Background: an optimization exercise with open tools, aiming at small area. Do not read the settings as production practice. Only simulation tests tie the RTL to the original design; equivalence was not proved. Power is estimated from default activity; no workload was simulated.

$ cat flow/run.sh
#!/bin/bash
# Own layout flow: the standard ORFS flow (standard.sh) with three changes to synthesis and
# placement, none to the registers (their names and cell types are the standard synthesis's):
#  - the technology-mapping ABC call uses an area-oriented script (flow/abc_area_own.script)
#    instead of ORFS's delay-oriented one;
#  - half and full adders are left to ABC as plain gates (ADDER_MAP_FILE empty) instead of being
#    mapped to adder cells before ABC;
#  - ports are buffered as in the standard flow, but with the smallest buffer (buf_1);
#  - clock tree synthesis clusters up to 30 sinks per buffer and inserts no dummy loads.
# ORFS writes each tool's log under orfs/logs/; make's own output goes to flow_make.log here.
set -euo pipefail
W=$(pwd)
{
  echo "proc abc {args} {"
  echo "  set i [lsearch -exact \$args -script]"
  echo "  if {\$i >= 0} { lset args [expr {\$i + 1}] $W/flow/abc_area_own.script }"
  echo "  yosys abc {*}\$args"
  echo "}"
  cat "$W/synth_recipe.tcl"
} > "$W/own_synth.tcl"
sed "s#SYNTH_SCRIPT=[^ ]*#SYNTH_SCRIPT=$W/own_synth.tcl ADDER_MAP_FILE=#" "$W/standard.sh" > "$W/own_standard.sh"
grep -q "SYNTH_SCRIPT=$W/own_synth.tcl" "$W/own_standard.sh"
export BUFFER_PORTS_ARGS="-buffer_cell sky130_fd_sc_hd__buf_1"
export CTS_ARGS="-sink_clustering_enable -repair_clock_nets -buf_list sky130_fd_sc_hd__clkbuf_8 -sink_clustering_size 30 -sink_clustering_max_diameter 500 -dont_use_dummy_load"
bash "$W/own_standard.sh" > "$W/flow_make.log" 2>&1
$ cat standard.sh
#!/bin/bash
# synth_recipe.tcl (not shown) runs the flow's synth.tcl, then flattens the netlist and writes it again
# the make line also repeats each setting of config.mk as NAME=value (left out here)
make -C /OpenROAD-flow-scripts/flow DESIGN_CONFIG=/design/flow/config.mk WORK_HOME=/design/flow/orfs CLKGATE_MAP_FILE= SYNTH_SCRIPT=/design/flow/synth_recipe.tcl "${@:-finish}"
$ cat design.v
module vga_logic(
    input wire reset,
    input wire [1:0] count, input wire pixel_strobe,
    input wire [5:0] hq, input wire [4:0] hr, input wire [4:0] vq, input wire [4:0] vr,
    input wire cpu_isAttacking, input wire [3:0] p1_health_out, input wire [3:0] cpu_health_out, input wire [3:0] keyboard_input,
    output wire [1:0] count_n, output wire pixel_strobe_n,
    output wire [5:0] hq_n, output wire [4:0] hr_n, output wire [4:0] vq_n, output wire [4:0] vr_n,
    output wire hSync, output wire vSync, output wire [11:0] VGA);
    wire [3:0] c0, c1, c2, c3, lcA, lcB, row;
    wire vr0;
    vga_core core (.reset(reset), .count(count), .pixel_strobe(pixel_strobe), .hq(hq), .hr(hr), .vq(vq), .vr(vr),
        .cpu_isAttacking(cpu_isAttacking), .p1_health_out(p1_health_out), .cpu_health_out(cpu_health_out),
        .keyboard_input(keyboard_input), .count_n(count_n), .pixel_strobe_n(pixel_strobe_n), .hq_n(hq_n), .hr_n(hr_n),
        .vq_n(vq_n), .vr_n(vr_n), .hSync(hSync), .vSync(vSync), .VGA(VGA),
        .c0(c0), .c1(c1), .c2(c2), .c3(c3), .lcA(lcA), .lcB(lcB), .row(row), .vr0(vr0));
    vga_rom4 rom (.lcA(lcA), .lcB(lcB), .row(row), .vr0(vr0), .c0(c0), .c1(c1), .c2(c2), .c3(c3));
endmodule
module vga_core(
    input wire reset,
    input wire [1:0] count, input wire pixel_strobe,
    input wire [5:0] hq, input wire [4:0] hr, input wire [4:0] vq, input wire [4:0] vr,
    input wire cpu_isAttacking, input wire [3:0] p1_health_out, input wire [3:0] cpu_health_out, input wire [3:0] keyboard_input,
    output wire [1:0] count_n, output wire pixel_strobe_n,
    output wire [5:0] hq_n, output wire [4:0] hr_n, output wire [4:0] vq_n, output wire [4:0] vr_n,
    output wire hSync, output wire vSync, output wire [11:0] VGA,
    input wire [3:0] c0, input wire [3:0] c1, input wire [3:0] c2, input wire [3:0] c3,
    output wire [3:0] lcA, output wire [3:0] lcB, output wire [3:0] row, output wire vr0
);
wire new_n107, new_n108, new_n109, new_n112, new_n113, new_n114, new_n115,
    new_n116, new_n117, new_n118, new_n119, new_n120, new_n121, new_n122,
    new_n123, new_n124, new_n125, new_n126, new_n128, new_n129, new_n130,
    new_n132, new_n133, new_n134, new_n136, new_n137, new_n138, new_n140,
    new_n141, new_n142, new_n144, new_n145, new_n146, new_n148, new_n149,
    new_n150, new_n151, new_n152, new_n154, new_n155, new_n156, new_n158,
    new_n159, new_n160, new_n161, new_n163, new_n164, new_n165, new_n166,
    new_n168, new_n169, new_n171, new_n172, new_n173, new_n174, new_n175,
    new_n176, new_n177, new_n178, new_n179, new_n180, new_n181, new_n182,
    new_n184, new_n185, new_n186, new_n188, new_n189, new_n190, new_n192,
    new_n193, new_n194, new_n196, new_n197, new_n198, new_n200, new_n201,
    new_n203, new_n204, new_n206, new_n207, new_n208, new_n209, new_n211,
    new_n212, new_n213, new_n214, new_n216, new_n218, new_n219, new_n220,
    new_n221, new_n222, new_n223, new_n224, new_n225, new_n226, new_n227,
    new_n228, new_n229, new_n230, new_n231, new_n233, new_n234, new_n235,
    new_n236, new_n237, new_n238, new_n239, new_n240, new_n241, new_n242,
    new_n244, new_n245, new_n246, new_n247, new_n248, new_n249, new_n250,
    new_n251, new_n252, new_n253, new_n254, new_n255, new_n256, new_n257,
    new_n258, new_n259, new_n260, new_n261, new_n262, new_n263, new_n264,
    new_n265, new_n266, new_n267, new_n268, new_n269, new_n270, new_n271,
    new_n272, new_n273, new_n274, new_n275, new_n276, new_n277, new_n278,
    new_n279, new_n280, new_n281, new_n282, new_n283, new_n284, new_n285,
    new_n286, new_n287, new_n288, new_n289, new_n290, new_n291, new_n292,
    new_n293, new_n294, new_n295, new_n296, new_n297, new_n298, new_n299,
    new_n300, new_n301, new_n302, new_n303, new_n304, new_n305, new_n306,
    new_n307, new_n308, new_n309, new_n310, new_n311, new_n312, new_n313,
    new_n314, new_n315, new_n316, new_n317, new_n318, new_n319, new_n320,
    new_n321, new_n322, new_n323, new_n324, new_n325, new_n326, new_n327,
    new_n328, new_n329, new_n330, new_n331, new_n332, new_n333, new_n334,
    new_n335, new_n336, new_n337, new_n338, new_n339, new_n340, new_n341,
    new_n342, new_n343, new_n344, new_n345, new_n346, new_n347, new_n348,
    new_n349, new_n350, new_n351, new_n352, new_n353, new_n354, new_n355,
    new_n356, new_n357, new_n358, new_n359, new_n360, new_n361, new_n362,
    new_n363, new_n364, new_n365, new_n366, new_n367, new_n368, new_n369,
    new_n370, new_n371, new_n372, new_n373, new_n374, new_n375, new_n376,
    new_n377, new_n378, new_n379, new_n380, new_n381, new_n382, new_n383,
    new_n384, new_n385, new_n386, new_n387, new_n388, new_n389, new_n390,
    new_n391, new_n394, new_n395, new_n396, new_n397, new_n398, new_n399,
    new_n400, new_n401, new_n402, new_n403, new_n404, new_n405, new_n406,
    new_n408, new_n409, new_n410, new_n411, new_n412, new_n413, new_n414,
    new_n416, new_n419, new_n420, new_n421, new_n422, new_n423, new_n424,
    new_n425, new_n426, new_n427, new_n428, new_n429, new_n431, new_n432,
    new_n433, new_n434, new_n436, new_n437, new_n438, new_n439, new_n440,
    new_n441, new_n442, new_n443, new_n444, new_n445, new_n446, new_n448,
    new_n449, new_n450, new_n453, new_n455, new_n457, new_n459, new_n461,
    new_n463, new_n465, new_n466, new_n468, new_n469, new_n471, new_n472;
  assign count_n[0] = ~reset & ~count[0];
  assign new_n107 = ~count[0] & ~count[1];
  assign new_n108 = count[0] & count[1];
  assign new_n109 = ~reset & ~new_n108;
  assign count_n[1] = ~new_n107 & new_n109;
  assign pixel_strobe_n = reset | ~new_n108;
  assign new_n112 = ~pixel_strobe & ~hr[0];
  assign new_n113 = hq[1] & hq[2];
  assign new_n114 = ~hq[3] & ~hq[4];
  assign new_n115 = ~hq[5] & new_n114;
  assign new_n116 = new_n113 & new_n115;
  assign new_n117 = ~hq[0] & ~hr[2];
  assign new_n118 = hr[3] & new_n117;
  assign new_n119 = new_n116 & new_n118;
  assign new_n120 = new_n112 & new_n119;
  assign new_n121 = ~reset & ~new_n120;
  assign new_n122 = ~hr[1] & new_n112;
  assign new_n123 = hr[4] & new_n122;
  assign new_n124 = ~hq[0] & new_n123;
  assign new_n125 = hq[0] & ~new_n123;
  assign new_n126 = ~new_n124 & ~new_n125;
  assign hq_n[0] = new_n121 & ~new_n126;
  assign new_n128 = ~hq[1] & ~new_n124;
  assign new_n129 = hq[1] & new_n124;
  assign new_n130 = ~new_n128 & ~new_n129;
  assign hq_n[1] = ~new_n121 | new_n130;
  assign new_n132 = ~hq[2] & ~new_n129;
  assign new_n133 = new_n113 & new_n124;
  assign new_n134 = ~new_n132 & ~new_n133;
  assign hq_n[2] = ~new_n121 | new_n134;
  assign new_n136 = ~hq[3] & new_n133;
  assign new_n137 = hq[3] & ~new_n133;
  assign new_n138 = new_n121 & ~new_n137;
  assign hq_n[3] = new_n136 | ~new_n138;
  assign new_n140 = hq[4] & ~new_n136;
  assign new_n141 = ~hq[4] & new_n136;
  assign new_n142 = ~new_n140 & ~new_n141;
  assign hq_n[4] = new_n121 & ~new_n142;
  assign new_n144 = ~hq[5] & new_n141;
  assign new_n145 = hq[5] & ~new_n141;
  assign new_n146 = new_n121 & ~new_n145;
  assign hq_n[5] = new_n144 | ~new_n146;
  assign new_n148 = new_n112 & ~new_n119;
  assign new_n149 = reset & ~pixel_strobe;
  assign new_n150 = ~reset & pixel_strobe;
  assign new_n151 = hr[0] & new_n150;
  assign new_n152 = ~new_n149 & ~new_n151;
  assign hr_n[0] = new_n148 | ~new_n152;
  assign new_n154 = hr[1] & ~new_n112;
  assign new_n155 = ~new_n122 & ~new_n154;
  assign new_n156 = new_n121 & new_n155;
  assign hr_n[1] = ~new_n149 & ~new_n156;
  assign new_n158 = hr[2] & ~new_n122;
  assign new_n159 = hr[2] & ~hr[4];
  assign new_n160 = new_n122 & ~new_n159;
  assign new_n161 = ~new_n158 & ~new_n160;
  assign hr_n[2] = new_n121 & ~new_n161;
  assign new_n163 = ~hr[3] & ~hr[4];
  assign new_n164 = new_n160 & ~new_n163;
  assign new_n165 = ~hr[3] & ~new_n160;
  assign new_n166 = ~new_n164 & ~new_n165;
  assign hr_n[3] = ~new_n121 | new_n166;
  assign new_n168 = ~hr[4] & ~new_n164;
  assign new_n169 = ~new_n123 & ~new_n168;
  assign hr_n[4] = new_n121 & new_n169;
  assign new_n171 = vr[0] & new_n120;
  assign new_n172 = vr[1] & new_n171;
  assign new_n173 = ~vr[4] & new_n172;
  assign new_n174 = ~vq[0] & new_n173;
  assign new_n175 = vq[0] & ~new_n173;
  assign new_n176 = ~new_n174 & ~new_n175;
  assign new_n177 = vq[3] & ~vq[4];
  assign new_n178 = ~vq[0] & ~vq[1];
  assign new_n179 = vr[3] & new_n178;
  assign new_n180 = new_n177 & new_n179;
  assign new_n181 = new_n172 & new_n180;
  assign new_n182 = ~reset & ~new_n181;
  assign vq_n[0] = ~new_n176 & new_n182;
  assign new_n184 = vq[1] & ~new_n174;
  assign new_n185 = new_n173 & new_n178;
  assign new_n186 = new_n182 & ~new_n185;
  assign vq_n[1] = new_n184 | ~new_n186;
  assign new_n188 = vq[2] & new_n185;
  assign new_n189 = ~vq[2] & ~new_n185;
  assign new_n190 = new_n182 & ~new_n189;
  assign vq_n[2] = ~new_n188 & new_n190;
  assign new_n192 = vq[3] & ~new_n188;
  assign new_n193 = ~vq[3] & new_n188;
  assign new_n194 = ~new_n192 & ~new_n193;
  assign vq_n[3] = new_n182 & ~new_n194;
  assign new_n196 = vq[4] & new_n193;
  assign new_n197 = ~vq[4] & ~new_n193;
  assign new_n198 = ~reset & ~new_n197;
  assign vq_n[4] = ~new_n196 & new_n198;
  assign new_n200 = ~vr[0] & ~new_n120;
  assign new_n201 = ~new_n171 & ~new_n200;
  assign vr_n[0] = ~new_n182 | new_n201;
  assign new_n203 = ~vr[1] & ~new_n171;
  assign new_n204 = ~new_n172 & ~new_n203;
  assign vr_n[1] = ~new_n182 | new_n204;
  assign new_n206 = vr[2] & ~new_n172;
  assign new_n207 = ~vr[2] & new_n172;
  assign new_n208 = ~new_n173 & ~new_n207;
  assign new_n209 = ~new_n206 & new_n208;
  assign vr_n[2] = new_n182 & ~new_n209;
  assign new_n211 = ~new_n173 & new_n182;
  assign new_n212 = vr[3] & new_n207;
  assign new_n213 = ~vr[3] & ~new_n207;
  assign new_n214 = ~new_n212 & ~new_n213;
  assign vr_n[3] = new_n211 & new_n214;
  assign new_n216 = vr[4] & ~new_n212;
  assign vr_n[4] = ~new_n211 | new_n216;
  assign new_n218 = ~hr[3] & new_n159;
  assign new_n219 = ~hq[0] & ~new_n218;
  assign new_n220 = hr[0] & hr[1];
  assign new_n221 = new_n163 & new_n220;
  assign new_n222 = new_n219 & ~new_n221;
  assign new_n223 = ~hq[1] & ~new_n222;
  assign new_n224 = hq[2] & ~new_n223;
  assign new_n225 = new_n159 & new_n220;
  assign new_n226 = ~new_n163 & ~new_n225;
  assign new_n227 = hq[0] & ~new_n226;
  assign new_n228 = ~hq[1] & ~hq[2];
  assign new_n229 = new_n227 & new_n228;
  assign new_n230 = hq[5] & new_n114;
  assign new_n231 = ~new_n229 & new_n230;
  assign hSync = new_n224 | ~new_n231;
  assign new_n233 = vr[2] & ~vr[3];
  assign new_n234 = ~vr[1] & new_n233;
  assign new_n235 = ~vr[0] & new_n234;
  assign new_n236 = new_n177 & new_n233;
  assign new_n237 = ~vq[0] & ~vq[2];
  assign new_n238 = vq[1] & ~vr[4];
  assign new_n239 = vr[0] & vr[1];
  assign new_n240 = new_n238 & ~new_n239;
  assign new_n241 = new_n237 & new_n240;
  assign new_n242 = new_n236 & new_n241;
  assign vSync = new_n235 | ~new_n242;
  assign new_n244 = vq[0] & vq[1];
  assign new_n245 = ~vq[2] & new_n244;
  assign new_n246 = ~vq[4] & ~new_n245;
  assign new_n247 = ~vq[3] & ~new_n246;
  assign new_n248 = ~vr[4] & ~new_n235;
  assign new_n249 = ~vq[1] & ~new_n248;
  assign new_n250 = ~vr[2] & new_n239;
  assign new_n251 = ~vr[3] & vr[4];
  assign new_n252 = ~new_n250 & new_n251;
  assign new_n253 = ~new_n249 & ~new_n252;
  assign new_n254 = ~new_n237 & ~new_n253;
  assign new_n255 = ~new_n234 & new_n238;
  assign new_n256 = ~vq[1] & new_n251;
  assign new_n257 = new_n237 & ~new_n256;
  assign new_n258 = vq[0] & vq[2];
  assign new_n259 = vq[4] & ~new_n258;
  assign new_n260 = ~new_n257 & new_n259;
  assign new_n261 = ~new_n255 & new_n260;
  assign new_n262 = ~new_n254 & new_n261;
  assign new_n263 = ~vq[1] & vq[2];
  assign new_n264 = new_n262 & new_n263;
  assign new_n265 = ~new_n247 & ~new_n264;
  assign new_n266 = new_n116 & ~new_n227;
  assign new_n267 = ~new_n265 & new_n266;
  assign new_n268 = keyboard_input[0] & ~keyboard_input[1];
  assign new_n269 = ~keyboard_input[0] & keyboard_input[1];
  assign new_n270 = ~new_n268 & ~new_n269;
  assign new_n271 = ~keyboard_input[2] & ~keyboard_input[3];
  assign new_n272 = ~new_n270 & new_n271;
  assign new_n273 = ~hq[4] & cpu_isAttacking;
  assign new_n274 = ~new_n272 & new_n273;
  assign new_n275 = hq[4] & new_n272;
  assign new_n276 = ~cpu_health_out[0] & ~cpu_health_out[1];
  assign new_n277 = ~cpu_health_out[2] & ~cpu_health_out[3];
  assign new_n278 = new_n276 & new_n277;
  assign new_n279 = ~p1_health_out[0] & ~p1_health_out[1];
  assign new_n280 = ~p1_health_out[2] & ~p1_health_out[3];
  assign new_n281 = new_n279 & new_n280;
  assign new_n282 = ~new_n278 & new_n281;
  assign new_n283 = new_n278 & ~new_n281;
  assign new_n284 = ~new_n282 & ~new_n283;
  assign new_n285 = ~new_n275 & new_n284;
  assign new_n286 = ~new_n274 & new_n285;
  assign new_n287 = hq[4] & new_n282;
  assign new_n288 = ~hq[4] & new_n283;
  assign new_n289 = ~new_n287 & ~new_n288;
  assign new_n290 = ~new_n286 & new_n289;
  assign new_n291 = ~c0[1] & new_n290;
  assign new_n292 = ~c2[1] & new_n287;
  assign new_n293 = ~c1[1] & new_n286;
  assign new_n294 = ~new_n292 & ~new_n293;
  assign new_n295 = ~new_n291 & new_n294;
  assign new_n296 = ~c3[1] & new_n288;
  assign new_n297 = new_n295 & ~new_n296;
  assign new_n298 = ~hq[4] & new_n297;
  assign new_n299 = ~c0[0] & new_n290;
  assign new_n300 = ~c3[0] & new_n288;
  assign new_n301 = ~c1[0] & new_n286;
  assign new_n302 = ~new_n300 & ~new_n301;
  assign new_n303 = ~new_n299 & new_n302;
  assign new_n304 = ~c2[0] & new_n287;
  assign new_n305 = new_n303 & ~new_n304;
  assign new_n306 = ~new_n297 & ~new_n305;
  assign new_n307 = hq[4] & new_n306;
  assign new_n308 = ~c0[2] & new_n290;
  assign new_n309 = ~c2[2] & new_n287;
  assign new_n310 = ~c1[2] & new_n286;
  assign new_n311 = ~new_n309 & ~new_n310;
  assign new_n312 = ~new_n308 & new_n311;
  assign new_n313 = ~c3[2] & new_n288;
  assign new_n314 = new_n312 & ~new_n313;
  assign new_n315 = ~c0[3] & new_n290;
  assign new_n316 = ~c3[3] & new_n288;
  assign new_n317 = ~c1[3] & new_n286;
  assign new_n318 = ~new_n316 & ~new_n317;
  assign new_n319 = ~new_n315 & new_n318;
  assign new_n320 = ~c2[3] & new_n287;
  assign new_n321 = new_n319 & ~new_n320;
  assign new_n322 = new_n314 & ~new_n321;
  assign new_n323 = ~new_n314 & new_n321;
  assign new_n324 = ~new_n322 & ~new_n323;
  assign new_n325 = new_n307 & ~new_n324;
  assign new_n326 = ~new_n298 & ~new_n325;
  assign new_n327 = new_n297 & new_n305;
  assign new_n328 = ~new_n314 & ~new_n327;
  assign new_n329 = ~new_n321 & new_n328;
  assign new_n330 = ~hq[5] & vq[4];
  assign new_n331 = ~hq[4] & new_n303;
  assign new_n332 = ~new_n314 & ~new_n331;
  assign new_n333 = ~new_n297 & new_n331;
  assign new_n334 = hq[4] & ~new_n312;
  assign new_n335 = ~hq[4] & new_n319;
  assign new_n336 = ~new_n334 & ~new_n335;
  assign new_n337 = ~new_n333 & ~new_n336;
  assign new_n338 = ~new_n332 & new_n337;
  assign new_n339 = new_n330 & ~new_n338;
  assign new_n340 = ~new_n329 & new_n339;
  assign new_n341 = new_n326 & new_n340;
  assign new_n342 = ~new_n321 & new_n334;
  assign new_n343 = new_n321 & ~new_n334;
  assign new_n344 = ~new_n342 & ~new_n343;
  assign new_n345 = new_n297 & ~new_n344;
  assign new_n346 = ~new_n297 & ~new_n332;
  assign new_n347 = new_n324 & new_n346;
  assign new_n348 = ~new_n345 & ~new_n347;
  assign new_n349 = new_n339 & ~new_n348;
  assign new_n350 = ~new_n305 & ~new_n321;
  assign new_n351 = new_n341 & new_n350;
  assign new_n352 = ~new_n349 & ~new_n351;
  assign new_n353 = new_n341 & new_n352;
  assign new_n354 = hq[4] & new_n295;
  assign new_n355 = new_n321 & new_n330;
  assign new_n356 = new_n354 & new_n355;
  assign new_n357 = hq[3] & new_n228;
  assign new_n358 = hq[0] & hq[4];
  assign new_n359 = new_n357 & new_n358;
  assign new_n360 = ~hq[5] & ~new_n359;
  assign new_n361 = ~new_n267 & new_n360;
  assign new_n362 = ~new_n263 & ~new_n361;
  assign new_n363 = ~vq[3] & new_n262;
  assign new_n364 = ~new_n362 & new_n363;
  assign new_n365 = ~new_n177 & ~new_n364;
  assign new_n366 = ~hr[0] & ~hr[1];
  assign new_n367 = new_n218 & ~new_n366;
  assign new_n368 = hq[0] & new_n367;
  assign new_n369 = ~hq[4] & ~new_n221;
  assign new_n370 = ~new_n218 & new_n369;
  assign new_n371 = hq[0] & ~new_n370;
  assign new_n372 = ~hq[4] & ~new_n371;
  assign new_n373 = ~hq[1] & ~new_n372;
  assign new_n374 = ~hq[4] & ~new_n373;
  assign new_n375 = ~hq[2] & ~new_n374;
  assign new_n376 = ~hq[4] & ~new_n375;
  assign new_n377 = ~hq[3] & ~new_n376;
  assign new_n378 = new_n113 & new_n377;
  assign new_n379 = ~new_n368 & ~new_n378;
  assign new_n380 = ~hq[4] & new_n357;
  assign new_n381 = new_n368 & ~new_n380;
  assign new_n382 = ~vq[3] & ~new_n178;
  assign new_n383 = new_n330 & new_n382;
  assign new_n384 = new_n283 & new_n383;
  assign new_n385 = ~new_n381 & new_n384;
  assign new_n386 = ~new_n379 & new_n385;
  assign new_n387 = hq[4] & new_n245;
  assign new_n388 = ~new_n219 & new_n387;
  assign new_n389 = new_n386 & new_n388;
  assign new_n390 = new_n365 & ~new_n389;
  assign new_n391 = ~new_n356 & new_n390;
  assign VGA[6] = new_n353 | ~new_n391;
  assign VGA[0] = new_n267 | VGA[6];
  assign new_n394 = ~new_n244 & new_n386;
  assign new_n395 = new_n282 & new_n380;
  assign new_n396 = new_n383 & new_n395;
  assign new_n397 = ~vq[1] & new_n396;
  assign new_n398 = ~new_n394 & ~new_n397;
  assign new_n399 = vq[2] & ~new_n398;
  assign new_n400 = new_n365 & ~new_n399;
  assign new_n401 = new_n306 & ~new_n321;
  assign new_n402 = new_n305 & new_n336;
  assign new_n403 = ~new_n328 & ~new_n402;
  assign new_n404 = ~new_n401 & ~new_n403;
  assign new_n405 = new_n349 & new_n404;
  assign new_n406 = ~new_n267 & ~new_n405;
  assign VGA[1] = ~new_n400 | ~new_n406;
  assign new_n408 = ~vq[2] & new_n394;
  assign new_n409 = hq[0] & vq[0];
  assign new_n410 = vq[1] & ~new_n409;
  assign new_n411 = new_n396 & new_n410;
  assign new_n412 = ~new_n408 & ~new_n411;
  assign new_n413 = new_n390 & new_n412;
  assign new_n414 = ~new_n267 & ~new_n341;
  assign VGA[2] = ~new_n413 | ~new_n414;
  assign new_n416 = new_n352 & new_n412;
  assign VGA[7] = ~new_n400 | ~new_n416;
  assign VGA[3] = VGA[0] | VGA[7];
  assign new_n419 = ~new_n306 & new_n340;
  assign new_n420 = ~new_n405 & ~new_n419;
  assign new_n421 = new_n305 & ~new_n353;
  assign new_n422 = new_n344 & ~new_n421;
  assign new_n423 = ~new_n420 & ~new_n422;
  assign new_n424 = new_n237 & new_n396;
  assign new_n425 = ~new_n297 & new_n334;
  assign new_n426 = new_n355 & new_n425;
  assign new_n427 = ~new_n424 & ~new_n426;
  assign new_n428 = ~new_n394 & new_n427;
  assign new_n429 = new_n400 & new_n428;
  assign VGA[4] = new_n423 | ~new_n429;
  assign new_n431 = ~new_n340 & new_n413;
  assign new_n432 = new_n330 & ~new_n354;
  assign new_n433 = ~new_n306 & new_n432;
  assign new_n434 = new_n332 & new_n433;
  assign VGA[5] = ~new_n431 | new_n434;
  assign new_n436 = ~new_n324 & new_n423;
  assign new_n437 = new_n328 & new_n419;
  assign new_n438 = ~new_n265 & ~new_n360;
  assign new_n439 = ~new_n434 & ~new_n438;
  assign new_n440 = new_n365 & new_n439;
  assign new_n441 = ~new_n437 & new_n440;
  assign new_n442 = new_n307 & new_n355;
  assign new_n443 = ~new_n237 & new_n411;
  assign new_n444 = ~new_n442 & ~new_n443;
  assign new_n445 = ~new_n351 & new_n444;
  assign new_n446 = new_n441 & new_n445;
  assign VGA[8] = new_n436 | ~new_n446;
  assign new_n448 = new_n330 & new_n404;
  assign new_n449 = ~new_n438 & ~new_n448;
  assign new_n450 = new_n391 & new_n449;
  assign VGA[9] = new_n399 | ~new_n450;
  assign VGA[10] = ~new_n431 | new_n438;
  assign new_n453 = ~new_n326 & new_n340;
  assign VGA[11] = ~new_n441 | new_n453;
  assign new_n455 = new_n219 & new_n369;
  assign lcA[0] = ~new_n371 & ~new_n455;
  assign new_n457 = hq[1] & new_n372;
  assign lcA[1] = ~new_n373 & ~new_n457;
  assign new_n459 = hq[2] & new_n374;
  assign lcA[2] = ~new_n375 & ~new_n459;
  assign new_n461 = hq[3] & new_n376;
  assign lcA[3] = new_n377 | new_n461;
  assign new_n463 = ~hq[0] & ~new_n367;
  assign lcB[0] = ~new_n368 & ~new_n463;
  assign new_n465 = hq[1] & ~new_n368;
  assign new_n466 = ~hq[1] & new_n368;
  assign lcB[1] = ~new_n465 & ~new_n466;
  assign new_n468 = hq[2] & ~new_n466;
  assign new_n469 = ~hq[2] & new_n466;
  assign lcB[2] = ~new_n468 & ~new_n469;
  assign new_n471 = hq[3] & ~new_n469;
  assign new_n472 = ~hq[3] & new_n469;
  assign lcB[3] = new_n471 | new_n472;
  assign vr0 = vr[4] & new_n235;
  assign row[0] = ~vq[0];
  assign row[1] = ~vq[1];
  assign row[3] = ~vq[3];
  assign row[2] = vq[2];
endmodule
module vga_rom4(
input wire [3:0] lcA, input wire [3:0] lcB, input wire [3:0] row, input wire vr0,
    output wire [3:0] c0, output wire [3:0] c1, output wire [3:0] c2, output wire [3:0] c3
);
wire new_n30, new_n31, new_n32, new_n33, new_n34, new_n35, new_n36,
    new_n37, new_n38, new_n39, new_n40, new_n41, new_n42, new_n43, new_n44,
    new_n45, new_n46, new_n47, new_n48, new_n49, new_n50, new_n51, new_n52,
    new_n53, new_n54, new_n55, new_n56, new_n57, new_n58, new_n59, new_n60,
    new_n61, new_n62, new_n63, new_n64, new_n65, new_n66, new_n67, new_n68,
    new_n69, new_n70, new_n71, new_n72, new_n73, new_n74, new_n75, new_n76,
    new_n77, new_n78, new_n79, new_n80, new_n81, new_n82, new_n83, new_n84,
    new_n85, new_n86, new_n87, new_n88, new_n89, new_n90, new_n91, new_n92,
    new_n93, new_n94, new_n95, new_n96, new_n97, new_n98, new_n99,
    new_n100, new_n101, new_n102, new_n103, new_n104, new_n105, new_n106,
    new_n107, new_n108, new_n109, new_n111, new_n112, new_n113, new_n114,
    new_n115, new_n116, new_n117, new_n118, new_n119, new_n120, new_n121,
    new_n122, new_n123, new_n124, new_n125, new_n127, new_n128, new_n129,
    new_n130, new_n131, new_n132, new_n133, new_n134, new_n136, new_n137,
    new_n138, new_n139, new_n140, new_n141, new_n142, new_n143, new_n144,
    new_n145, new_n146, new_n147, new_n148, new_n149, new_n150, new_n151,
    new_n152, new_n153, new_n154, new_n155, new_n156, new_n157, new_n158,
    new_n159, new_n160, new_n161, new_n162, new_n164, new_n165, new_n166,
    new_n167, new_n168, new_n169, new_n170, new_n171, new_n172, new_n173,
    new_n174, new_n175, new_n176, new_n177, new_n178, new_n179, new_n180,
    new_n181, new_n182, new_n183, new_n184, new_n185, new_n186, new_n187,
    new_n189, new_n190, new_n191, new_n192, new_n193, new_n194, new_n195,
    new_n196, new_n197, new_n198, new_n199, new_n200, new_n201, new_n202,
    new_n203, new_n204, new_n205, new_n206, new_n207, new_n208, new_n209,
    new_n210, new_n211, new_n212, new_n213, new_n215, new_n216, new_n217,
    new_n218, new_n219, new_n220, new_n221, new_n222, new_n223, new_n225,
    new_n226, new_n227, new_n228, new_n229, new_n230, new_n232, new_n233,
    new_n234, new_n235, new_n236, new_n237, new_n238, new_n239, new_n240,
    new_n241, new_n243, new_n244, new_n245, new_n246, new_n248, new_n249,
    new_n250, new_n252, new_n253, new_n254, new_n255, new_n256, new_n257,
    new_n258, new_n260, new_n261, new_n262, new_n263, new_n264, new_n265,
    new_n266, new_n267, new_n268, new_n269, new_n270, new_n271, new_n272,
    new_n273, new_n274, new_n275, new_n276, new_n277, new_n278, new_n279,
    new_n280, new_n281, new_n282, new_n283, new_n284, new_n285, new_n286,
    new_n287, new_n288, new_n289, new_n290, new_n291, new_n292, new_n293,
    new_n294, new_n295, new_n297, new_n298, new_n299, new_n300, new_n301,
    new_n302, new_n303, new_n304, new_n305, new_n306, new_n307, new_n309,
    new_n310, new_n311, new_n312, new_n313, new_n314, new_n315, new_n316,
    new_n317, new_n318, new_n319, new_n320, new_n321, new_n322, new_n324,
    new_n325, new_n326, new_n327, new_n328, new_n329, new_n330;
  assign new_n30 = lcA[2] & ~lcA[3];
  assign new_n31 = ~row[2] & row[3];
  assign new_n32 = row[2] & ~row[3];
  assign new_n33 = lcA[0] & row[1];
  assign new_n34 = new_n32 & new_n33;
  assign new_n35 = ~new_n31 & ~new_n34;
  assign new_n36 = new_n30 & ~new_n35;
  assign new_n37 = ~lcA[0] & row[3];
  assign new_n38 = ~row[1] & row[2];
  assign new_n39 = row[1] & ~row[2];
  assign new_n40 = ~new_n38 & ~new_n39;
  assign new_n41 = new_n37 & ~new_n40;
  assign new_n42 = row[0] & new_n31;
  assign new_n43 = row[0] & ~row[1];
  assign new_n44 = new_n32 & ~new_n43;
  assign new_n45 = ~new_n42 & ~new_n44;
  assign new_n46 = ~new_n41 & new_n45;
  assign new_n47 = lcA[1] & ~new_n46;
  assign new_n48 = row[1] & row[3];
  assign new_n49 = row[0] & new_n48;
  assign new_n50 = ~row[0] & ~row[1];
  assign new_n51 = new_n31 & new_n50;
  assign new_n52 = ~new_n49 & ~new_n51;
  assign new_n53 = ~lcA[1] & ~new_n52;
  assign new_n54 = lcA[0] & new_n31;
  assign new_n55 = row[0] & new_n32;
  assign new_n56 = lcA[0] & ~lcA[1];
  assign new_n57 = new_n55 & new_n56;
  assign new_n58 = ~new_n54 & ~new_n57;
  assign new_n59 = ~row[1] & ~new_n58;
  assign new_n60 = ~new_n53 & ~new_n59;
  assign new_n61 = ~new_n47 & new_n60;
  assign new_n62 = new_n36 & new_n61;
  assign new_n63 = row[0] & row[1];
  assign new_n64 = ~row[3] & ~new_n63;
  assign new_n65 = new_n31 & ~new_n61;
  assign new_n66 = row[1] & new_n55;
  assign new_n67 = ~lcA[3] & ~new_n66;
  assign new_n68 = ~new_n65 & new_n67;
  assign new_n69 = lcA[1] & ~new_n37;
  assign new_n70 = lcA[0] & row[0];
  assign new_n71 = row[2] & ~new_n70;
  assign new_n72 = ~new_n50 & new_n71;
  assign new_n73 = lcA[3] & ~new_n72;
  assign new_n74 = ~new_n69 & ~new_n73;
  assign new_n75 = row[2] & row[3];
  assign new_n76 = ~row[1] & row[3];
  assign new_n77 = row[0] & new_n76;
  assign new_n78 = ~new_n75 & ~new_n77;
  assign new_n79 = ~new_n74 & new_n78;
  assign new_n80 = lcA[2] & ~new_n79;
  assign new_n81 = ~new_n68 & new_n80;
  assign new_n82 = new_n64 & new_n81;
  assign new_n83 = ~lcA[0] & lcA[2];
  assign new_n84 = new_n31 & new_n52;
  assign new_n85 = ~new_n83 & new_n84;
  assign new_n86 = ~lcA[0] & row[0];
  assign new_n87 = ~row[1] & new_n75;
  assign new_n88 = lcA[2] & new_n87;
  assign new_n89 = ~new_n86 & new_n88;
  assign new_n90 = row[1] & row[2];
  assign new_n91 = lcA[2] & ~new_n90;
  assign new_n92 = ~new_n33 & ~new_n91;
  assign new_n93 = ~row[2] & new_n48;
  assign new_n94 = lcA[0] & lcA[2];
  assign new_n95 = new_n93 & ~new_n94;
  assign new_n96 = ~new_n92 & new_n95;
  assign new_n97 = ~new_n89 & ~new_n96;
  assign new_n98 = ~new_n85 & new_n97;
  assign new_n99 = lcA[1] & ~lcA[3];
  assign new_n100 = ~new_n62 & ~new_n99;
  assign new_n101 = ~new_n98 & ~new_n100;
  assign new_n102 = ~lcA[2] & lcA[3];
  assign new_n103 = lcA[1] & new_n66;
  assign new_n104 = ~new_n63 & new_n75;
  assign new_n105 = ~lcA[1] & new_n76;
  assign new_n106 = ~new_n104 & ~new_n105;
  assign new_n107 = ~new_n103 & new_n106;
  assign new_n108 = new_n102 & ~new_n107;
  assign new_n109 = ~new_n101 & ~new_n108;
  assign c2[1] = new_n82 | ~new_n109;
  assign new_n111 = ~row[1] & new_n56;
  assign new_n112 = row[0] & ~new_n75;
  assign new_n113 = ~row[0] & row[1];
  assign new_n114 = lcA[1] & new_n113;
  assign new_n115 = ~new_n112 & ~new_n114;
  assign new_n116 = ~new_n111 & new_n115;
  assign new_n117 = new_n81 & ~new_n116;
  assign new_n118 = ~c2[1] & new_n117;
  assign new_n119 = new_n50 & new_n94;
  assign new_n120 = ~lcA[1] & ~row[0];
  assign new_n121 = lcA[1] & new_n70;
  assign new_n122 = ~new_n120 & ~new_n121;
  assign new_n123 = ~lcA[0] & ~lcA[1];
  assign new_n124 = ~new_n39 & ~new_n123;
  assign new_n125 = new_n122 & ~new_n124;
  assign c2[3] = new_n36 & new_n125;
  assign new_n127 = ~new_n119 & ~c2[3];
  assign new_n128 = c2[1] & ~new_n127;
  assign new_n129 = row[2] & ~new_n102;
  assign new_n130 = new_n76 & ~new_n94;
  assign new_n131 = ~new_n112 & new_n130;
  assign new_n132 = new_n122 & new_n131;
  assign new_n133 = ~new_n129 & new_n132;
  assign new_n134 = ~new_n128 & ~new_n133;
  assign c2[2] = new_n118 | ~new_n134;
  assign new_n136 = ~lcA[0] & ~row[1];
  assign new_n137 = new_n75 & ~new_n136;
  assign new_n138 = ~new_n43 & new_n137;
  assign new_n139 = ~new_n48 & ~new_n75;
  assign new_n140 = lcA[2] & ~new_n139;
  assign new_n141 = ~row[2] & new_n136;
  assign new_n142 = ~lcA[2] & ~row[3];
  assign new_n143 = new_n99 & ~new_n142;
  assign new_n144 = ~new_n141 & new_n143;
  assign new_n145 = ~new_n140 & new_n144;
  assign new_n146 = ~new_n138 & new_n145;
  assign new_n147 = ~c2[2] & new_n146;
  assign new_n148 = ~new_n62 & ~new_n147;
  assign new_n149 = lcA[0] & new_n99;
  assign new_n150 = new_n88 & new_n149;
  assign new_n151 = ~new_n93 & ~new_n113;
  assign new_n152 = lcA[0] & ~new_n151;
  assign new_n153 = new_n38 & new_n70;
  assign new_n154 = ~new_n55 & ~new_n153;
  assign new_n155 = ~new_n141 & new_n154;
  assign new_n156 = ~new_n152 & new_n155;
  assign new_n157 = ~lcA[1] & new_n102;
  assign new_n158 = row[0] & ~vr0;
  assign new_n159 = ~row[3] & ~new_n158;
  assign new_n160 = new_n39 & new_n159;
  assign new_n161 = new_n157 & new_n160;
  assign new_n162 = new_n156 & new_n161;
  assign c0[3] = new_n150 | new_n162;
  assign new_n164 = ~new_n86 & c0[3];
  assign new_n165 = ~new_n98 & ~new_n156;
  assign new_n166 = new_n157 & ~new_n165;
  assign new_n167 = ~new_n164 & new_n166;
  assign new_n168 = row[2] & new_n70;
  assign new_n169 = ~new_n90 & ~new_n168;
  assign new_n170 = new_n167 & new_n169;
  assign new_n171 = ~new_n31 & ~new_n39;
  assign new_n172 = ~lcA[0] & lcA[1];
  assign new_n173 = new_n102 & new_n172;
  assign new_n174 = ~new_n49 & new_n173;
  assign new_n175 = ~new_n171 & new_n174;
  assign new_n176 = new_n98 & new_n175;
  assign new_n177 = ~new_n56 & ~new_n172;
  assign new_n178 = lcA[2] & ~new_n177;
  assign new_n179 = ~row[0] & ~new_n123;
  assign new_n180 = ~lcA[2] & ~new_n179;
  assign new_n181 = ~new_n86 & ~new_n180;
  assign new_n182 = ~new_n178 & new_n181;
  assign new_n183 = lcA[3] & row[1];
  assign new_n184 = new_n32 & new_n183;
  assign new_n185 = ~new_n182 & new_n184;
  assign new_n186 = ~new_n176 & ~new_n185;
  assign new_n187 = ~new_n170 & new_n186;
  assign c0[0] = ~new_n148 | ~new_n187;
  assign new_n189 = ~new_n70 & new_n160;
  assign new_n190 = new_n157 & ~new_n189;
  assign new_n191 = new_n186 & ~new_n190;
  assign new_n192 = ~new_n156 & ~c0[0];
  assign new_n193 = ~new_n191 & ~new_n192;
  assign new_n194 = ~row[0] & new_n172;
  assign new_n195 = new_n38 & ~new_n123;
  assign new_n196 = ~new_n194 & ~new_n195;
  assign new_n197 = new_n81 & new_n196;
  assign new_n198 = lcA[1] & ~new_n197;
  assign new_n199 = ~row[2] & ~new_n76;
  assign new_n200 = ~new_n198 & new_n199;
  assign new_n201 = ~new_n76 & ~new_n90;
  assign new_n202 = new_n149 & ~new_n201;
  assign new_n203 = ~lcA[1] & ~new_n179;
  assign new_n204 = new_n75 & ~new_n203;
  assign new_n205 = new_n30 & ~new_n204;
  assign new_n206 = ~new_n202 & ~new_n205;
  assign new_n207 = ~row[0] & ~row[2];
  assign new_n208 = ~new_n120 & ~new_n207;
  assign new_n209 = ~row[3] & new_n136;
  assign new_n210 = ~new_n208 & new_n209;
  assign new_n211 = ~new_n87 & ~new_n210;
  assign new_n212 = ~new_n206 & new_n211;
  assign new_n213 = ~new_n200 & new_n212;
  assign c0[1] = new_n193 | new_n213;
  assign new_n215 = new_n92 & ~new_n206;
  assign new_n216 = new_n61 & ~new_n215;
  assign new_n217 = ~new_n30 & ~new_n61;
  assign new_n218 = ~new_n216 & ~new_n217;
  assign new_n219 = ~new_n31 & ~new_n94;
  assign new_n220 = ~new_n156 & new_n219;
  assign new_n221 = ~new_n54 & ~new_n220;
  assign new_n222 = ~c0[3] & new_n221;
  assign new_n223 = new_n193 & new_n222;
  assign c0[2] = new_n218 | new_n223;
  assign new_n225 = ~row[2] & new_n37;
  assign new_n226 = new_n193 & ~new_n225;
  assign new_n227 = ~vr0 & ~new_n48;
  assign new_n228 = ~new_n139 & ~new_n227;
  assign new_n229 = new_n157 & new_n168;
  assign new_n230 = new_n228 & new_n229;
  assign c1[3] = c0[3] | new_n230;
  assign new_n232 = ~row[1] & ~c1[3];
  assign new_n233 = ~new_n226 & new_n232;
  assign new_n234 = ~new_n48 & new_n167;
  assign new_n235 = ~new_n233 & new_n234;
  assign new_n236 = lcA[3] & new_n93;
  assign new_n237 = lcA[2] & ~new_n120;
  assign new_n238 = new_n177 & ~new_n237;
  assign new_n239 = new_n236 & new_n238;
  assign new_n240 = ~new_n175 & ~new_n239;
  assign new_n241 = new_n148 & new_n240;
  assign c1[0] = new_n235 | ~new_n241;
  assign new_n243 = row[3] & new_n33;
  assign new_n244 = new_n190 & ~new_n243;
  assign new_n245 = ~new_n233 & new_n244;
  assign new_n246 = ~new_n213 & new_n240;
  assign c1[1] = new_n245 | ~new_n246;
  assign new_n248 = new_n157 & ~new_n160;
  assign new_n249 = ~new_n175 & ~new_n248;
  assign new_n250 = new_n156 & ~new_n249;
  assign c1[2] = new_n218 | new_n250;
  assign new_n252 = ~new_n63 & ~c2[3];
  assign new_n253 = c2[1] & new_n252;
  assign new_n254 = ~new_n132 & ~new_n253;
  assign new_n255 = ~row[2] & ~new_n254;
  assign new_n256 = ~new_n74 & ~new_n132;
  assign new_n257 = new_n108 & new_n256;
  assign new_n258 = ~new_n197 & ~new_n257;
  assign c2[0] = new_n255 | ~new_n258;
  assign new_n260 = lcB[1] & ~row[3];
  assign new_n261 = ~new_n207 & ~new_n260;
  assign new_n262 = ~lcB[2] & new_n261;
  assign new_n263 = lcB[0] & lcB[1];
  assign new_n264 = row[3] & ~new_n263;
  assign new_n265 = new_n113 & new_n261;
  assign new_n266 = ~new_n264 & new_n265;
  assign new_n267 = ~row[2] & new_n63;
  assign new_n268 = ~lcB[2] & ~new_n64;
  assign new_n269 = ~new_n267 & new_n268;
  assign new_n270 = ~new_n266 & ~new_n269;
  assign new_n271 = ~lcB[0] & ~lcB[1];
  assign new_n272 = ~new_n55 & ~new_n87;
  assign new_n273 = new_n271 & ~new_n272;
  assign new_n274 = ~new_n84 & ~new_n273;
  assign new_n275 = new_n270 & new_n274;
  assign new_n276 = lcB[3] & ~new_n275;
  assign new_n277 = ~new_n262 & new_n276;
  assign new_n278 = ~lcB[1] & ~new_n270;
  assign new_n279 = ~row[1] & ~new_n278;
  assign new_n280 = new_n42 & new_n279;
  assign new_n281 = ~lcB[1] & lcB[2];
  assign new_n282 = new_n66 & new_n281;
  assign new_n283 = lcB[2] & new_n207;
  assign new_n284 = new_n264 & new_n283;
  assign new_n285 = ~new_n282 & ~new_n284;
  assign new_n286 = ~new_n280 & new_n285;
  assign new_n287 = ~lcB[3] & ~new_n286;
  assign new_n288 = ~new_n277 & ~new_n287;
  assign new_n289 = lcB[1] & new_n39;
  assign new_n290 = lcB[3] & row[3];
  assign new_n291 = ~lcB[1] & ~row[2];
  assign new_n292 = ~new_n113 & ~new_n291;
  assign new_n293 = new_n290 & ~new_n292;
  assign new_n294 = ~new_n289 & ~new_n293;
  assign new_n295 = ~new_n270 & ~new_n294;
  assign c3[0] = ~new_n288 | new_n295;
  assign new_n297 = ~new_n263 & ~new_n291;
  assign new_n298 = ~new_n276 & new_n297;
  assign new_n299 = ~row[0] & ~new_n298;
  assign new_n300 = ~row[2] & ~new_n63;
  assign new_n301 = lcB[2] & ~new_n90;
  assign new_n302 = lcB[3] & ~new_n301;
  assign new_n303 = ~new_n300 & ~new_n302;
  assign new_n304 = ~lcB[2] & ~new_n38;
  assign new_n305 = ~new_n48 & ~new_n290;
  assign new_n306 = ~new_n304 & ~new_n305;
  assign new_n307 = ~new_n303 & new_n306;
  assign c3[1] = ~new_n299 & new_n307;
  assign new_n309 = row[1] & new_n263;
  assign new_n310 = ~new_n281 & ~new_n309;
  assign new_n311 = new_n228 & ~new_n310;
  assign new_n312 = ~new_n288 & ~new_n311;
  assign new_n313 = new_n263 & new_n301;
  assign new_n314 = ~lcB[3] & ~new_n313;
  assign new_n315 = ~row[0] & new_n311;
  assign new_n316 = ~lcB[0] & ~lcB[2];
  assign new_n317 = row[2] & new_n316;
  assign new_n318 = lcB[1] & lcB[3];
  assign new_n319 = ~new_n317 & new_n318;
  assign new_n320 = new_n77 & ~new_n319;
  assign new_n321 = ~new_n315 & ~new_n320;
  assign new_n322 = ~new_n314 & ~new_n321;
  assign c3[2] = new_n312 | new_n322;
  assign new_n324 = lcB[0] & ~lcB[1];
  assign new_n325 = new_n270 & ~new_n324;
  assign new_n326 = ~new_n279 & ~new_n325;
  assign new_n327 = ~new_n38 & ~new_n326;
  assign new_n328 = new_n277 & ~new_n327;
  assign new_n329 = ~new_n271 & new_n314;
  assign new_n330 = new_n280 & new_n329;
  assign c3[3] = new_n328 | new_n330;
endmodule
module vga_display(
    input wire clk, reset,
    input cpu_isAttacking,
    input wire [3:0] p1_health_out, cpu_health_out,
    input wire [3:0] keyboard_input,
    output wire hSync, vSync,
    output wire [11:0] VGA
    );
    reg [1:0] count;
    reg pixel_strobe;
    reg [5:0] hq;
    reg [4:0] hr, vq, vr;
    wire [1:0] count_n;
    wire pixel_strobe_n;
    wire [5:0] hq_n;
    wire [4:0] hr_n, vq_n, vr_n;
    always @(posedge clk) begin
        count <= count_n;
        pixel_strobe <= pixel_strobe_n;
        hq <= hq_n;
        hr <= hr_n;
        vq <= vq_n;
        vr <= vr_n;
    end
    vga_logic logic_i (.reset(reset), .count(count), .pixel_strobe(pixel_strobe),
        .hq(hq), .hr(hr), .vq(vq), .vr(vr),
        .cpu_isAttacking(cpu_isAttacking), .p1_health_out(p1_health_out), .cpu_health_out(cpu_health_out),
        .keyboard_input(keyboard_input),
        .count_n(count_n), .pixel_strobe_n(pixel_strobe_n), .hq_n(hq_n), .hr_n(hr_n), .vq_n(vq_n), .vr_n(vr_n),
        .hSync(hSync), .vSync(vSync), .VGA(VGA));
endmodule
$ cat config.mk
export PLATFORM = sky130hd
export DESIGN_NAME = vga_display
export DESIGN_NICKNAME = vga_display
export VERILOG_FILES = /design/flow/design.v
export SDC_FILE = /design/flow/constraint.sdc
export NUM_CORES = 4
export LEC_CHECK = 0
export CAP_MARGIN = 20
export CORE_MARGIN = 2
export CORE_UTILIZATION = 40
export CTS_BUF_LIST = sky130_fd_sc_hd__clkbuf_8
export PLACE_DENSITY = 0.5
export SLEW_MARGIN = 20
$ cat flow/abc_area_own.script
strash
dch -f
amap
topo
$ cat constraint.sdc
create_clock -name core_clock -period 10.0 [get_ports {clk}]
set_input_delay 2.0000 -clock core_clock [delete_from_list [all_inputs] [get_ports {clk}]]
set_output_delay 2.0000 -clock core_clock [all_outputs]
set_load 0.01 [all_outputs]
==> results of run 1 <==
## cell usage after synthesis, types with 2 or more instances
library cell  instances
nand2b_1              2
nand4_1               2
dfxtp_1              24
or3_1                 9
nor3_1               29
nand2_1              45
o32a_1                2
nor2b_1               2
a2111oi_0             4
o21ai_0              54
or2_0                 6
o31ai_1               4
nor2_1              127
o311ai_0              2
nor3b_1               3
a211oi_1              4
nand3_1              10
nor4_1                7
o22ai_1              10
clkinv_1             69
a31oi_1               9
o211ai_1              4
o21a_1                4
o221ai_1              6
or4_1                 5
a21oi_1              35
o22a_1                2
a221oi_1              2
## layer usage
layer | up-vias | track usage, % | wire, um
li1 | 1829 | - | -
met1 | 1702 | 35.6 | 4360
met2 | 233 | 44.8 | 4560
met3 | 28 | 2.38 | 811
met4 | 0 | 7.95 | 231
met5 | - | 0 | 0
## kinds of logic after synthesis
group,after synthesis,synth area share (%)
buffers and inverters,69,9.46
AOI/OAI and AO/OA,151,33.7
and+or+nand+nor,247,39.3
DFF,24,17.6
## cell usage in the layout (no fill, tap or decap), types with 2 or more instances in the layout
master / count
a31oi_1: 9
nor2_1: 126
o21ai_0: 53
o221ai_1: 6
nor2b_1: 2
nand2_1: 45
o22ai_1: 10
o32a_1: 2
nand2b_1: 2
nand3_1: 10
o211ai_1: 4
or4_1: 5
clkinv_1: 69
clkbuf_8: 3
o22a_1: 2
a21oi_1: 34
a2111oi_0: 4
o21a_1: 4
nor3b_1: 3
o311ai_0: 2
nor3_1: 29
a221oi_1: 2
nor4_1: 7
o31ai_1: 4
buf_4: 3
or2_0: 6
nand4_1: 2
dfxtp_1: 24
buf_1: 28
or3_1: 9
a211oi_1: 4
## state kept, by name (all words and copies together), names as in the netlist
register	flops
count	2
hq	6
hr	5
pixel_strobe	1
vq	5
vr	5
## area by class of cell
| type | instances | area share (%) |
|---|---|---|
| clock buffers | 3 | 1.37 |
| flip-flops and latches | 24 | 15.9 |
| well taps | 80 | 3.32 |
| repair buffers | 31 | 4.24 |
| inverters | 69 | 8.60 |
| multi-input cells | 398 | 66.5 |
## power groups by stage
stage | Sequential, mW | Combinational (mW) | Clock, mW
final | 0.0980 | 0.0227 | 0.0571
after floorplan | 0.100 | 0.0159 | 0
after global placement | 0.100 | 0.0226 | 0
after CTS | 0.0981 | 0.0222 | 0.0581
after global routing | 0.0983 | 0.0255 | 0.0607
after detailed placement | 0.100 | 0.0220 | 0
## worst max-delay path by stage
stage / from / endpoint / slack (ns)
4_1_cts: hr[4]$_DFF_P_ / VGA[3] / 0.39
6_report: hr[4]$_DFF_P_ / VGA[3] / 0.65
2_1_floorplan: hr[4]$_DFF_P_ / VGA[3] / 2.08
3_3_place_gp: hr[4]$_DFF_P_ / VGA[3] / 0.85
3_5_place_dp: hr[4]$_DFF_P_ / VGA[3] / 0.75
5_1_grt: hr[4]$_DFF_P_ / VGA[8] / 0.005
## worst max-delay path: cells and delay by family (launching register included)
family                 cells  cell delay [ns]
AND/OR/NAND/NOR           20             3.50
AO/OA/AOI/OAI             12             2.29
buffers and inverters      5             0.90
flip-flops                 1             0.36
## repair_timing
item / CTS / global route
hold buffers: 0 / 0
resized for setup: 0 / 3
endpoints found under the hold margin: 0 / 0
setup endpoints to repair: 0 / 6
## metrics by stage
stage               cells  cell area, sq um  worst slack, ns  hold WS (ns)
finish                605              3010            0.646         0.427
global route          605              3010          0.00471         0.442
detailed placement    602              2970            0.752         0.404
floorplan             491              2740             2.08         0.390
CTS                   605              3010            0.392         0.426
global placement      602              2970            0.852         0.406
==> flow_summary.toml, run 1 <==
[sta]
min_period_over_period_pct = 93.5
setup_tns_ns = 0
min_period_ns = 9.35
rsz0062_at_grt = "no"
hold_viol_final = 0
tightest_slew_ns = 0.987
final-setup-viol-count = 0
drv_slew = 0
max_freq_mhz = 107
fin_skew_ns = 0.0130
maxSlewHeadroom_pct = 33.3

[die]
die_w_um = 86.7
fp.dieArea_sq_um = 7520
core_sq_um = 6720
start_util_pct = 40.7
ios = 29
die_h_um = 86.7
rows = 30

[yosys]
yosys.area.top_type = "dfxtp_1"
ys_ff_latch = 24
ys_warn_count = 1
synth_edf_count = 0
synthCells = 491
synthDistinctLibCells = 37
syn_area_sq_um = 2740
synthArstFlopShare_pct = 0
syn_avg_cell_area_sq_um = 5.58
ys_seq_area_share_pct = 17.6
synth_nets = 506
synth_top_cells_by_area = "dfxtp_1, nor2_1, o21ai_0, clkinv_1, a21oi_1"
synth_top_area_share_pct = 17.6
synth_ff_type = "dfxtp_1"

[global_routing]
grt_max_degree = 20
grt_overflow_total = 0
grt_first_pass_wirelength_um = 16200
grt_pass1_vias = 3302
antenna_found_initial = 0
grt_use_total_pct = 26.5

[setup_path]
cp.arrival_ns = 7.35
required_ns = 8.00
cpMaxStageDelayCell = "or3_1"
cp_slowest_stage_delay_ns = 0.40
cp_common_cell = "nor2_1"
endpoint_kind = "output pin"
critPathLaunchType = "flop"
worst-r2r-cell-count = 7
r2r_slack_ns = 6.68
r2r_end = "vq[2]$_DFF_P_"
worstPathMaxFanout = 8
critical_path_class = "flop to output pin"
r2r_start = "vq[3]$_DFF_P_"

[clock_network]
insertion_delay_ns = 0.27
root_buffer = "clkbuf_8"
clockBufferDepth = 2
cts.htree.levels = 1
cts_buffers = 3
cts.clk_slew.worst_paths_ns = 0.09
cts.sinks = 24
postCtsSetupRepairBufs = 0
cts_tree = "yes"

[detailed_routing]
drtPass1Iterations = 5
drc = 0
num_vias = 3792
routed_wl_um = 9960
avgRoutedWirePerCell_um = 16.5
first_iter_violations = 425
antenna_left = 0
viasPerCell = 6.27

[power]
swShare_pct = 26.1
ir_drop_mv = 0.0818
intPower_uw = 131
p_seq_share_pct = 55.1
comb_power_share_pct = 12.8
p_per_area_nw_per_um2 = 59.0
p_leak_nw = 0.997
power.total_uw = 178
power_frac_clock_pct = 32.1
netSwitchingPower_uw = 46.4

[worst_hold_path]
hold_path_class = "flop to flop"
whs_path_depth = 1
hold_end = "pixel_strobe$_DFF_P_"
hold_start = "count[1]$_DFF_P_"

[finish]
multi_input_area_sq_um = 2000
seqCellArea_sq_um = 480
fin_util_pct = 44.8
antenna_cells = 0
drive_above_1_share_pct = 1.52
areaGrowthSynthToFinish_pct = 10.1
layout.nets = 542
n_fill_cell = 742

[placement]
globalplace.congestion = 1.08
port_buffers = 28
place_hpwl_um = 7990

[job]
drv_cap = 0

[run_status]
run_status = "complete, no violations"
==> inputs of run 2 (changes only) <==
--- a/config.mk
+++ b/config.mk
@@ -8,6 +8,6 @@
 export CAP_MARGIN = 20
 export CORE_MARGIN = 2
-export CORE_UTILIZATION = 40
+export CORE_UTILIZATION = 50
 export CTS_BUF_LIST = sky130_fd_sc_hd__clkbuf_8
-export PLACE_DENSITY = 0.5
+export PLACE_DENSITY = 0.6
 export SLEW_MARGIN = 20
==> run 2 against run 1 <==
Power fell by 0.93%. Utilization increased by 13 points. Area after synthesis unchanged. Global-route usage grew 4.4 points. Maximum frequency up 0.46%. Final area down 0.62%. Count of clock-buffer cells in the layout stayed put. Critical endpoint unchanged. Hold slack got worse by 0.0025 ns. First-iteration DRC count increased by 48%.
==> flow_summary.toml, run 2 <==
[sta]
final-setup-viol-count = 0
fin_skew_ns = 0.0141
layout_setup_ws_ns = 0.688
min_period_over_period_pct = 93.1
min_period_ns = 9.31
hold_viol_final = 0
drv_slew = 0
maxSlewHeadroom_pct = 28.1
tightest_slew_ns = 1.08
max_freq_mhz = 107
holdWs_ns = 0.425

[die]
fp.dieArea_sq_um = 6080
die_w_um = 78.0
rows = 26
start_util_pct = 52.6
ios = 29
core_sq_um = 5200
die_h_um = 78.0

[yosys]
synth_ff_type = "dfxtp_1"
synth_nets = 506
synth_edf_count = 0
ys_seq_area_share_pct = 17.6
syn_area_sq_um = 2740
synthDistinctLibCells = 37
ys_warn_count = 1
yosysMostFrequentCell = "nor2_1"
ys_top_cells_by_count = "nor2_1, clkinv_1, o21ai_0, nand2_1, a21oi_1"
synth_top_cells_by_area = "dfxtp_1, nor2_1, o21ai_0, clkinv_1, a21oi_1"
yosys.area.top_type = "dfxtp_1"
ys_ff_latch = 24
synth_top_area_share_pct = 17.6
synthCells = 491
syn_avg_cell_area_sq_um = 5.58
synthArstFlopShare_pct = 0

[global_routing]
grt_pass1_vias = 3225
grt_overflow_total = 0
grt_max_degree = 20
grt_use_total_pct = 30.9
grt_first_pass_wirelength_um = 15300
antenna_found_initial = 0

[placement]
port_buffers = 28
place_hpwl_um = 7500
post-place-ws_ns = 0.913
place_area_sq_um = 2940
globalplace.congestion = 1.06

[detailed_routing]
viasPerCell = 6.46
first_iter_violations = 631
antenna_left = 0
avgRoutedWirePerCell_um = 15.9
routed_wl_um = 9440
num_vias = 3833
drtPass1Iterations = 6
drc = 0

[setup_path]
cp.arrival_ns = 7.31
critical_path_class = "flop to output pin"
cp_slowest_stage_delay_ns = 0.39
required_ns = 8.00
critPathLaunchType = "flop"
cpMaxStageDelayCell = "or3_1"
endpoint_kind = "output pin"
worstPathMaxFanout = 6
cp_common_cell = "nor2_1"

[clock_network]
cts_tree = "yes"
cts.sinks = 24
cts_buffers = 3
cts.htree.levels = 1
root_buffer = "clkbuf_8"
clockBufferDepth = 2
cts.clk_slew.worst_paths_ns = 0.09
postCtsSetupRepairBufs = 0
insertion_delay_ns = 0.27

[finish]
largest-register = "hq"
largest_register_ffs = 6
fin_util_pct = 57.5
antenna_cells = 0
final_common_cell = "nor2_1"
areaGrowthSynthToFinish_pct = 9.37
layout.cells.most_common_list = "nor2_1, clkinv_1, o21ai_0, nand2_1, a21oi_1"
layout.nets = 540
post-route-cell-area_sq_um = 2990
drive_above_1_share_pct = 1.72

[power]
comb_power_share_pct = 12.9
p_leak_nw = 0.986
swShare_pct = 25.4
p_per_area_nw_per_um2 = 58.8
ir_drop_mv = 0.0879
intPower_uw = 131
netSwitchingPower_uw = 44.8
power_frac_clock_pct = 31.4
p_seq_share_pct = 55.7

[run_status]
run_status = "complete, no violations"

[job]
drv_cap = 0

[worst_hold_path]
hold_path_class = "flop to flop"
## run 2: critical path: cells and delay by family (launching register included)
kind,cells,cell delay [ns]
compound gates,11,2.23
flops,1,0.37
simple gates,21,3.54
buf+inv,6,0.90
## run 2: path summary, 6_finish.rpt
check              startpoint                    to  slack (ns)  cells past startpoint
max             hr[4]$_DFF_P_                VGA[3]        0.69                     38
min          count[1]$_DFF_P_  pixel_strobe$_DFF_P_        0.42                      1
max reg2reg     hq[2]$_DFF_P_         vq[2]$_DFF_P_        6.74                     11
min reg2reg  count[1]$_DFF_P_  pixel_strobe$_DFF_P_        0.42                      1
## run 2: routing by layer
layer	part of all wire [%]	wire length (um)	vias to the layer above	global-route usage (%)
met5	0	0	-	0
met2	44	4120	276	47.8
met4	4.7	447	0	14.2
met3	12	1100	56	5.12
li1	-	-	1817	-
met1	40	3780	1684	41.7
## run 2: stage by stage
step	power [mW]	instances	TNS, ns
after CTS	0.177	593	0
after global routing	0.185	593	-0.0333
after floorplan	0.116	491	0
after global placement	0.122	590	0
final	0.176	593	0
after detailed placement	0.122	590	0
## run 2: cell type report
class                   instances  area, sq um
multi-input cells             398         2010
repair buffers                 29          113
clock buffers                   3         41.3
flip-flops and latches         24          480
well taps                      70         87.6
inverters                      69          259
fillers                       537         2210
## run 2: what timing repair did
action                     4_1_cts  5_1_grt
hold buffers                     0        0
gates resized for setup          0        5
setup endpoints to repair        0        6
## run 2: logic make-up (layout without fill, tap and decap cells)
family	count (synthesis)	count (layout)	synth area share (%)
AOI/OAI and AO/OA	151	151	33.7
DFF	24	24	17.6
and+or+nand+nor	247	247	39.3
buffers and inverters	69	101	9.46
## run 2: power groups by stage
stage	Combinational, mW	Clock, mW	Sequential [mW]
after global routing	0.0253	0.0618	0.0983
final	0.0227	0.0553	0.0981
after floorplan	0.0159	0	0.100
after detailed placement	0.0222	0	0.100
after global placement	0.0223	0	0.100
after CTS	0.0223	0.0565	0.0981

-- re-timing with driven ports --
The results above use ideal ports. As a check the final layouts listed here were re-extracted and re-timed, cells and wires unchanged. Step 1 assumes that a clkbuf_16 drives the clock port and a buf_2 every other input. Step 2 adds t to the input delays and takes it off the output delays; t is the mean of the earliest and latest rising clock arrival at the registers after step 1. Input paths then give back, and output paths get back, about the clock's delay inside the block. a / b / c = ideal ports / drivers / drivers and shift; a / b = the first two.
run	shift t [ns]	slack for setup (ns)	worst hold slack (ns)	latest minus earliest clock arrival (ns)	cell pins on the clock port's net
run 1	0.289	0.646 / 0.619 / 0.909	0.427 / 0.427 / 0.427	0.013 / 0.013	1
run 2	0.285	0.688 / 0.663 / 0.948	0.425 / 0.425 / 0.425	0.015 / 0.014	1
After both steps setup and hold are still met in every run listed.
